This is an optimization exercise on Yosys and OpenROAD, whose aim is small area, not a production implementation.
RTL that was checked went through simulation tests only; none was proved equivalent to the original.

Setup of old:
==> flow/design.v <==
`timescale 1ns / 100ps
module DUFT_ap_ctrl_chain(
  input [31:0]      addr,
  input [31:0]      wr_data,
  input [1:0]       rd_wr,
  output [31:0]     ap_return,
  input             ap_rst,
  input             ap_start,
  input             ap_continue,
  input             ap_ce,
  output            ap_idle,
  output            ap_ready,
  output            ap_done,
  input             ap_clk
);
  localparam H_IDLE = 3'b000;
  localparam H_ACK  = 3'b001;
  localparam H_RD   = 3'b010;
  localparam H_WR   = 3'b011;
  localparam H_DONE = 3'b100;
  localparam H_RST  = 3'b101;
  reg [2:0] h;
  reg [2:0] h_nx;
  always @(*) begin
    case (h)
      H_IDLE: h_nx = ap_start ? H_ACK : (rd_wr[1] ? H_RST : H_IDLE);
      H_ACK:  h_nx = rd_wr[0] ? H_RD : H_WR;
      H_RD, H_WR, H_RST: h_nx = H_DONE;
      H_DONE: h_nx = ap_continue ? H_IDLE : H_DONE;
      default: h_nx = H_IDLE;
    endcase
  end
  always @(posedge ap_clk)
    if (ap_rst) h <= H_IDLE;
    else        h <= h_nx;
  wire h_idle = (h == H_IDLE);
  wire h_done = (h == H_DONE);
  wire h_rd   = (h == H_RD);
  wire h_wr   = (h == H_WR);
  wire rst    = (h == H_RST);         
  assign ap_idle  = h_idle & ~ap_start;
  assign ap_ready = h_done;
  assign ap_done  = h_done;
  wire up0 = (addr[31:8] == 24'h000000);
  wire upF = (addr[31:8] == 24'hFF0000);
  wire lo00 = (addr[7:0] == 8'h00);
  wire lo01 = (addr[7:0] == 8'h01);
  wire r18 = up0 & (addr[7:3] == 5'b00011);
  wire r20 = up0 & (addr[7:5] == 3'b001);
  wire rlp = upF & lo01;
  wire wop = up0 & lo00;
  wire win = up0 & (addr[7:0] == 8'h10);
  wire wlp = upF & lo00;
  reg [1:0] ac;
  reg       ist;
  always @(posedge ap_clk) begin
    ac[0] <= rd_wr[0] ? (r18 | rlp) : (wop | wlp);
    ac[1] <= rd_wr[0] ? (r20 | rlp) : (win | wlp);
    ist   <= up0 & lo01;
  end
  reg [31:0] R;           
  reg [2:0]  opc;         
  reg [31:0] din;         
  reg [31:0] dout;        
  reg        dout_z;      
  reg [31:0] dft;         
  reg [31:0] tin;         
  localparam IDLE          = 4'd0;
  localparam INPUT_FLATTEN = 4'd1;
  localparam INPUT_DUT     = 4'd2;
  localparam INPUT_RDY     = 4'd3;
  localparam OUTPUT_WAIT   = 4'd4;
  localparam OUTPUT_VAL    = 4'd5;
  localparam OUTPUT_PACK   = 4'd6;
  localparam SCAN_PREP     = 4'd7;
  localparam SCAN          = 4'd8;
  localparam SCAN_RD       = 4'd9;
  localparam TICK          = 4'd10;
  reg [3:0] P;
  localparam D_IDLE   = 4'd0;
  localparam D_START  = 4'd1;
  localparam D_FINISH = 4'd2;
  localparam D_CALC0  = 4'd8;
  reg [3:0]  D;
  reg [31:0] q;           
  reg [5:0] cnt;
  wire op_input = (opc == 3'd1);
  wire op_run   = (opc == 3'd2);
  wire op_endr  = (opc == 3'd3);
  wire op_test  = (opc == 3'd4);
  wire op_next  = (opc == 3'd5);
  wire op_endt  = (opc == 3'd6);
  wire p_flat = (P == INPUT_FLATTEN);
  wire p_pack = (P == OUTPUT_PACK);
  wire p_prep = (P == SCAN_PREP);
  wire p_scan = (P == SCAN);
  wire p_srd  = (P == SCAN_RD);
  wire scan_ack  = cnt[0];                        
  wire scan_dump = cnt[5] & cnt[3] & cnt[0];      
  wire scan_end  = cnt[5] & cnt[3] & cnt[1];      
  wire srd_first = cnt[0];                        
  wire dut_commit_ack = p_pack | (p_srd & op_endt);
  wire dft_op_commit  = (p_scan & scan_end) | (p_srd & srd_first);
  wire sen = (P == INPUT_RDY) | p_prep | p_scan | (p_srd & (~op_endt | srd_first));
  wire [11:0] status = {
    p_prep, p_prep & scan_ack, dft_op_commit, p_srd,
    (P == INPUT_DUT), (D == D_START), (D == D_FINISH), dut_commit_ack,
    P };
  reg [3:0] P_nx;
  always @(*) begin
    case (P)
      IDLE:          P_nx = op_input ? INPUT_FLATTEN : IDLE;
      INPUT_FLATTEN: P_nx = INPUT_DUT;
      INPUT_DUT:     P_nx = (D == D_START) ? INPUT_RDY : INPUT_DUT;
      INPUT_RDY:     P_nx = op_run ? OUTPUT_WAIT : (op_test ? SCAN_PREP : INPUT_RDY);
      OUTPUT_WAIT:   P_nx = (D == D_FINISH) ? OUTPUT_VAL : OUTPUT_WAIT;
      OUTPUT_VAL:    P_nx = op_endr ? OUTPUT_PACK : OUTPUT_VAL;
      OUTPUT_PACK:   P_nx = IDLE;
      SCAN_PREP:     P_nx = scan_ack ? SCAN : SCAN_PREP;
      SCAN:          P_nx = scan_end ? SCAN_RD : SCAN;
      SCAN_RD:       P_nx = op_endt ? IDLE : (op_next ? TICK : SCAN_RD);
      TICK:          P_nx = SCAN_PREP;
      default:       P_nx = IDLE;
    endcase
  end
  always @(posedge ap_clk) begin
    if (rst) P <= IDLE;
    else     P <= P_nx;
    if (rst | ~(p_prep | p_scan)) cnt <= 6'd0;
    else                          cnt <= cnt + 6'd1;
  end
  reg [3:0] D_nx;
  always @(*) begin
    case (D)
      D_IDLE:   D_nx = (P == INPUT_DUT) ? D_START : D_IDLE;
      D_START:  D_nx = D_CALC0;
      D_FINISH: D_nx = dut_commit_ack ? D_IDLE : D_FINISH;
      4'd15:    D_nx = D_FINISH;
      4'd8, 4'd9, 4'd10, 4'd11, 4'd12, 4'd13, 4'd14:
                D_nx = D + 4'd1;
      default:  D_nx = D_IDLE;
    endcase
  end
  wire calc_run = D[3] & ~sen;
  wire dump = p_scan & scan_dump;
  wire [31:0] q_rot = {q[0], q[31:1]};
  wire [31:0] q_base = ({32{p_flat}} & din)
                     | ({32{dump}} & q_rot)
                     | ({32{~p_flat & ~dump}} & q);
  wire [31:0] q_carry;
  assign q_carry[0] = calc_run;
  genvar gi;
  generate for (gi = 1; gi < 32; gi = gi + 1) begin : g_carry
    assign q_carry[gi] = q_carry[gi-1] & q[gi-1];
  end endgenerate
  always @(posedge ap_clk) begin
    if (rst)       D <= D_IDLE;
    else if (!sen) D <= D_nx;
    q <= q_base ^ q_carry;
    if (dump) dft <= q_rot;
    if (p_pack) begin
      dout   <= q;
      dout_z <= rst;
    end
  end
  wire wr_go = h_wr & ap_ce;
  always @(posedge ap_clk) begin
    if (wr_go && ac == 2'd1) opc <= (R[31:3] == 29'd0) ? R[2:0] : 3'd0;
    if (wr_go && ac == 2'd2) din <= R;
    if (wr_go && ac == 2'd3) tin <= R;
  end
  wire rd_go = h_rd & ap_ce;
  wire s_st  = rd_go & (ac == 2'd0) & ist;
  wire s_18  = rd_go & (ac == 2'd1) & ~dout_z;
  wire s_20  = rd_go & (ac == 2'd2);
  wire s_lp  = rd_go & (ac == 2'd3);
  wire load = (h == H_IDLE) | (h == H_ACK);
  wire [31:0] ld_val = {wr_data[31:12], rd_wr[0] ? status : wr_data[11:0]};
  always @(posedge ap_clk)
    R <= ({32{h_done}} & R)
       | ({32{load}} & ld_val)
       | ({32{s_st}} & {20'd0, R[11:0]})
       | ({32{s_18}} & dout)
       | ({32{s_20}} & dft)
       | ({32{s_lp}} & tin);
  assign ap_return = R;
endmodule  
export LEC_CHECK = 0
export CAP_MARGIN = 20
export CORE_MARGIN = 2
export CORE_UTILIZATION = 50
export SLEW_MARGIN = 20
create_clock -name core_clock -period 8.0 [get_ports {ap_clk}]
standard.sh (not shown) runs the stock make flow with config.mk's settings and CLKGATE_MAP_FILE= SYNTH_SCRIPT=/design/flow/synth_recipe.tcl, a recipe that flattens the netlist after the stock synthesis.
==> flow/flow/run.sh <==
#!/bin/bash
# Layout flow: the standard ORFS flow (standard.sh) with three changes
# that only affect how the layout is made:
#  - synthesis is the standard synthesis script, except that the final
#    ABC technology-mapping call uses an area-oriented script (flow/area.abc);
#    registers are mapped before ABC runs, so they are unchanged;
#  - the port buffers inserted at global placement use sky130 buf_1;
#  - the clock tree uses clkbuf_8 buffers, clusters of at most 16 sinks and
#    no dummy loads.
set -euo pipefail
here=$(pwd)
{
  echo "proc abc {args} {"
  echo "  set i [lsearch \$args -script]"
  echo "  if {\$i >= 0} { set args [lreplace \$args \$i [expr {\$i + 1}] -script $here/flow/area.abc] }"
  echo "  yosys abc {*}\$args"
  echo "}"
  cat "$here/synth_recipe.tcl"
} > "$here/area_synth.tcl"
sed "s#SYNTH_SCRIPT=[^ ]*synth_recipe.tcl#SYNTH_SCRIPT=$here/area_synth.tcl#" standard.sh > area_standard.sh
grep -q area_synth.tcl area_standard.sh
export BUFFER_PORTS_ARGS="-buffer_cell sky130_fd_sc_hd__buf_1"
export CTS_ARGS="-sink_clustering_enable -repair_clock_nets -dont_use_dummy_load -buf_list sky130_fd_sc_hd__clkbuf_8 -sink_clustering_size 16 -sink_clustering_max_diameter 60"
bash area_standard.sh > standard_flow.log 2>&1
==> flow/flow/area.abc <==
strash
dc2
dc2
dch -f
amap
strash
dc2
dc2
dch -f
amap
strash
dc2
dch -f
amap
Here is what was changed in the inputs of new compared with old.
--- a/flow/design.v
+++ b/flow/design.v
@@ -143,21 +143,14 @@
   end
   wire calc_run = D[3] & ~sen;
   wire dump = p_scan & scan_dump;
   wire [31:0] q_rot = {q[0], q[31:1]};
-  wire [31:0] q_base = ({32{p_flat}} & din)
-                     | ({32{dump}} & q_rot)
-                     | ({32{~p_flat & ~dump}} & q);
-  wire [31:0] q_carry;
-  assign q_carry[0] = calc_run;
-  genvar gi;
-  generate for (gi = 1; gi < 32; gi = gi + 1) begin : g_carry
-    assign q_carry[gi] = q_carry[gi-1] & q[gi-1];
-  end endgenerate
   always @(posedge ap_clk) begin
     if (rst)       D <= D_IDLE;
     else if (!sen) D <= D_nx;
-    q <= q_base ^ q_carry;
+    if (p_flat)        q <= din;
+    else if (dump)     q <= q_rot;
+    else               q <= q + {31'd0, calc_run};
     if (dump) dft <= q_rot;
     if (p_pack) begin
       dout   <= q;
       dout_z <= rst;
## What came out
old → new: via count has increased, area of the die went up by 2.9%, average instance area after synthesis fell by about 6%, area fraction in compound gates after synthesis climbed 1.0 points. Post-route standard cell area excluding fillers went up by a few percent going from old to new.
No functional check of the RTL was part of new.

## afterwards: timing with drivers on the ports
Ports are ideal in the flow. The routed layouts listed here were re-timed in OpenROAD. Step 1: set_driving_cell puts a clkbuf_16 on ap_clk and a buf_2 on each other input, an assumption about the parent block. Step 2 adds t to the input delays and takes it off the output delays; t is the mean of the earliest and latest rising clock arrival at the registers after step 1. Input paths then give back, and output paths get back, about the clock's delay inside the block. Slacks: no drivers / after step 1 / after step 2; pairs: no drivers / after step 1.
run	t (ns)	slack for setup (ns)	hold slack, ns	worst slew at a driven data input, ns	pins driven straight from the clock port
old	0.525	2.330 / 2.330 / 2.330	0.452 / 0.452 / 0.452	0.04	1
new	0.535	2.661 / 2.661 / 2.661	0.447 / 0.447 / 0.447	0.05	1
After both steps setup and hold are still met in every run listed.
